Source: an optimization exercise on an open RTL-to-GDS flow (aim: small area, a short achievable clock period and few clock cycles per item). Production flows keep margins and buffers that such runs may drop. In this exercise RTL edits were held to simulation tests only and were not proved equivalent to the original. Power and IR drop assume default switching activity.

v1:
## cordic
module cordic(
    input clk,
    input rst,                 
    input start,               
    input signed [7:0] xin,
    input signed [7:0] yin,
    input signed [7:0] angle,
    output reg signed [7:0] sine,
    output reg done
);
For scale: about 340 cells after synthesis, about 32 flip-flops, about 2800 um2 of cells after synthesis.
clock: 4.0 ns
lec_check: 0
cap_margin: 20
core_margin: 2
core_utilization: 70
cts_buf_list: sky130_fd_sc_hd__clkbuf_16
cts_cluster_diameter: 200
cts_cluster_size: 50
setup_slack_margin: 0.8
slew_margin: 20
standard.sh (not shown) runs the stock make flow with config.mk's settings and CLKGATE_MAP_FILE= SYNTH_SCRIPT=/design/flow/synth_recipe.tcl, a recipe that flattens the netlist after the stock synthesis.
==> flow/flow/run.sh <==
#!/bin/bash
# The standard layout, with the port buffers made from buf_2 cells instead of the
# slow delay buffers buffer_ports picks by default.
set -euo pipefail
export BUFFER_PORTS_ARGS="-buffer_cell sky130_fd_sc_hd__buf_2"

bash standard.sh > standard.log 2>&1
v1 closes out successfully: all stages finished, all timing, DRC and antenna checks passed.
Testbench counts of v1, summed over its fixed seeds: cycles 28,000, items 4,000.
[inputs] v12 vs v1
# v1
export LEC_CHECK = 0
export CAP_MARGIN = 20
export CORE_MARGIN = 2
export CORE_UTILIZATION = 70
export CTS_BUF_LIST = sky130_fd_sc_hd__clkbuf_16
export CTS_CLUSTER_DIAMETER = 200
export CTS_CLUSTER_SIZE = 50
export SETUP_SLACK_MARGIN = 0.8
export SLEW_MARGIN = 20
create_clock -name core_clock -period 4.0 [get_ports {clk}]
# v12
export LEC_CHECK = 0
export CAP_MARGIN = 20
export CORE_MARGIN = 2
export CORE_UTILIZATION = 70
export SETUP_SLACK_MARGIN = 0.8
export SLEW_MARGIN = 20
create_clock -name core_clock -period 4.0 [get_ports {clk}]
--- a/flow/flow/run.sh
+++ b/flow/flow/run.sh
@@ -5,3 +5,3 @@
 export BUFFER_PORTS_ARGS="-buffer_cell sky130_fd_sc_hd__buf_2"
-
+export ADDER_MAP_FILE=
 bash standard.sh > standard.log 2>&1
## What came out
Register fraction of the total cell area: v12 vs v1 up 0.55 points
The run showing the greater worst hold slack is v1.
met2 track demand over resource for v12: 2.4 points up relative to v1
Diff v1 -> v12: final net count has decreased; latest clock arrival within the worst-skew pair has remained practically unchanged.
v12 vs v1: logic depth of the worst path, buffers included down
Looking at final area, v12 sits 100 um2 below v1.
v12 leaves less setup margin than v1.
The inputs of v13 differ from those of v12 as listed below.
# v12
export LEC_CHECK = 0
export CAP_MARGIN = 20
export CORE_MARGIN = 2
export CORE_UTILIZATION = 70
export SETUP_SLACK_MARGIN = 0.8
export SLEW_MARGIN = 20
create_clock -name core_clock -period 4.0 [get_ports {clk}]
# v13
export LEC_CHECK = 0
export CAP_MARGIN = 20
export CORE_MARGIN = 2
export CORE_UTILIZATION = 40
export SETUP_SLACK_MARGIN = 0.8
export SLEW_MARGIN = 20
create_clock -name core_clock -period 4.0 [get_ports {clk}]
--- a/flow/flow/run.sh
+++ b/flow/flow/run.sh
@@ -5,3 +5,2 @@
 export BUFFER_PORTS_ARGS="-buffer_cell sky130_fd_sc_hd__buf_2"
-export ADDER_MAP_FILE=
 bash standard.sh > standard.log 2>&1
[summary]
Across v13 and v12, none had a timing, DRC or antenna violation. v13 reports its dominant combinational cell family by area after synthesis as compound AO/OA/AOI/OAI gates while v12 reports XOR/XNOR gates. Clock-pin slew on the worst setup and hold paths: v13 vs v12, no meaningful difference. Area: v13 vs v12 -> v13 larger. Switching portion of total power was lower in the run labelled v12.
Modified inputs, v8 compared to v13
# v13
export LEC_CHECK = 0
export CAP_MARGIN = 20
export CORE_MARGIN = 2
export CORE_UTILIZATION = 40
export SETUP_SLACK_MARGIN = 0.8
export SLEW_MARGIN = 20
create_clock -name core_clock -period 4.0 [get_ports {clk}]
# v8
export LEC_CHECK = 0
export CAP_MARGIN = 20
export CORE_MARGIN = 2
export CORE_UTILIZATION = 70
export SETUP_SLACK_MARGIN = 1.2
export SLEW_MARGIN = 20
create_clock -name core_clock -period 4.0 [get_ports {clk}]
### Flow results
v8 | status: complete | timing, DRC, antenna: pass. On register-to-register slack, v13 loses to v8. v13 has lower portion of the layout cell area used by non-clock buffers than v8. Relative to v13, global-route track usage on met1 has increased by 13 points in v8.
Inputs modified between v8 and v47:
# v8
export LEC_CHECK = 0
export CAP_MARGIN = 20
export CORE_MARGIN = 2
export CORE_UTILIZATION = 70
export SETUP_SLACK_MARGIN = 1.2
export SLEW_MARGIN = 20
create_clock -name core_clock -period 4.0 [get_ports {clk}]
# v47
export LEC_CHECK = 0
export CAP_MARGIN = 20
export CORE_MARGIN = 2
export CORE_UTILIZATION = 40
export SETUP_SLACK_MARGIN = 0.8
export SLEW_MARGIN = 20
create_clock -name core_clock -period 4.0 [get_ports {clk}]
==> flow/run.sh (new file) <==
#!/bin/bash
# synth_recipe.tcl (not shown) runs the flow's synth.tcl, then flattens the netlist and writes it again
# the make line also repeats each setting of config.mk as NAME=value (left out here)
make -C /OpenROAD-flow-scripts/flow DESIGN_CONFIG=/design/flow/config.mk WORK_HOME=/design/flow/orfs CLKGATE_MAP_FILE= SYNTH_SCRIPT=/design/flow/synth_recipe.tcl finish
removed: flow/flow/run.sh
removed: flow/standard.sh
Results
[compare] base=v8 new=v47: die width went up by about 30%, routed wire length on met3 went down by about 34%.
v47 against v8: worst setup slack decreased by 0.35 ns relative to the old numbers; total routed wirelength lost 9.0%.
Side by side, first-pass detailed-route iteration total turned out lower in v47 than in v8.
v47: worst hold path cell count is 2 higher than what v8 reported.
Summary of v47 over v8: core utilization of the finished layout moved down; combined flip-flop and latch cell area went down; delay contributed by the slowest stage of the critical path shows an increase of 0.15 ns.
z[7]$_DFF_P_ as the launching instance or port of the critical path was reported by v47, and x[7]$_DFF_P_ by v8.
Inputs modified between v47 and v57:
# v47
export LEC_CHECK = 0
export CAP_MARGIN = 20
export CORE_MARGIN = 2
export CORE_UTILIZATION = 40
export SETUP_SLACK_MARGIN = 0.8
export SLEW_MARGIN = 20
create_clock -name core_clock -period 4.0 [get_ports {clk}]
# v57
export LEC_CHECK = 0
export ABC_AREA = 1
export CAP_MARGIN = 20
export CORE_MARGIN = 2
export CORE_UTILIZATION = 70
export SETUP_SLACK_MARGIN = 0.8
export SLEW_MARGIN = 20
create_clock -name core_clock -period 4.0 [get_ports {clk}]
==> flow/flow/run.sh (new file) <==
#!/bin/bash
# The standard layout, with the port buffers made from buf_2 cells instead of the
# slow delay buffers buffer_ports picks by default.
set -euo pipefail
export BUFFER_PORTS_ARGS="-buffer_cell sky130_fd_sc_hd__buf_2"

bash standard.sh > standard.log 2>&1
==> flow/standard.sh (new file) <==
#!/bin/bash
# synth_recipe.tcl (not shown) runs the flow's synth.tcl, then flattens the netlist and writes it again
# the make line also repeats each setting of config.mk as NAME=value (left out here)
make -C /OpenROAD-flow-scripts/flow DESIGN_CONFIG=/design/flow/config.mk WORK_HOME=/design/flow/orfs CLKGATE_MAP_FILE= SYNTH_SCRIPT=/design/flow/synth_recipe.tcl "${@:-finish}"
removed: flow/run.sh
--- outcome ---
- Simple-gate portion of the synthesized area ends up lower on v47.
- Relative to v47, the final core utilization of v57 is higher by 32 points.
- Cmp v57 vs v47: critical path depth lower in v57
- In the tables for v57 and v47, clock buffer count in the final layout reads higher with v57.
- In the flow results for v57 and v47, the proportion of cell area occupied by multi-input gates is larger on v57.
- Looking only at final routed wire length divided by cell count, and setting everything else aside, the higher value of v57 and v47 goes to v47.

-- afterwards: timing with drivers on the ports --
In the flow no input, the clock included, has a driving cell. The finished layouts below were timed again as built, in two steps. Step 1 sets driving cells, clkbuf_16 on the clock port and buf_2 on the other inputs (assumed; they add their load-dependent delay and slew). Step 2 times the ports against the registers' clock, not the clock port: input delays grow and output delays shrink by t, the midpoint of the rising clock arrivals with the driver on. a / b / c = ideal ports / drivers / drivers and shift; a / b = the first two.
run	t, ns	setup WS [ns]	latest minus earliest clock arrival (ns)	pins driven straight from the clock port
v1	0.309	0.984 / 0.966 / 0.689	0.004 / 0.004	1
v12	0.308	0.941 / 0.941 / 0.752	0.009 / 0.009	1
v13	0.318	0.967 / 0.935 / 0.709	0.008 / 0.008	1
v8	0.320	1.068 / 1.040 / 0.934	0.002 / 0.002	1
v47	0.323	0.717 / 0.688 / 0.643	0.010 / 0.009	1
v57	0.315	0.943 / 0.914 / 0.987	0.005 / 0.005	1
After both steps every run listed still meets setup and hold. For v1, which loses most, drivers alone change the setup slack by -0.018 ns; drivers and shift together by -0.295 ns.
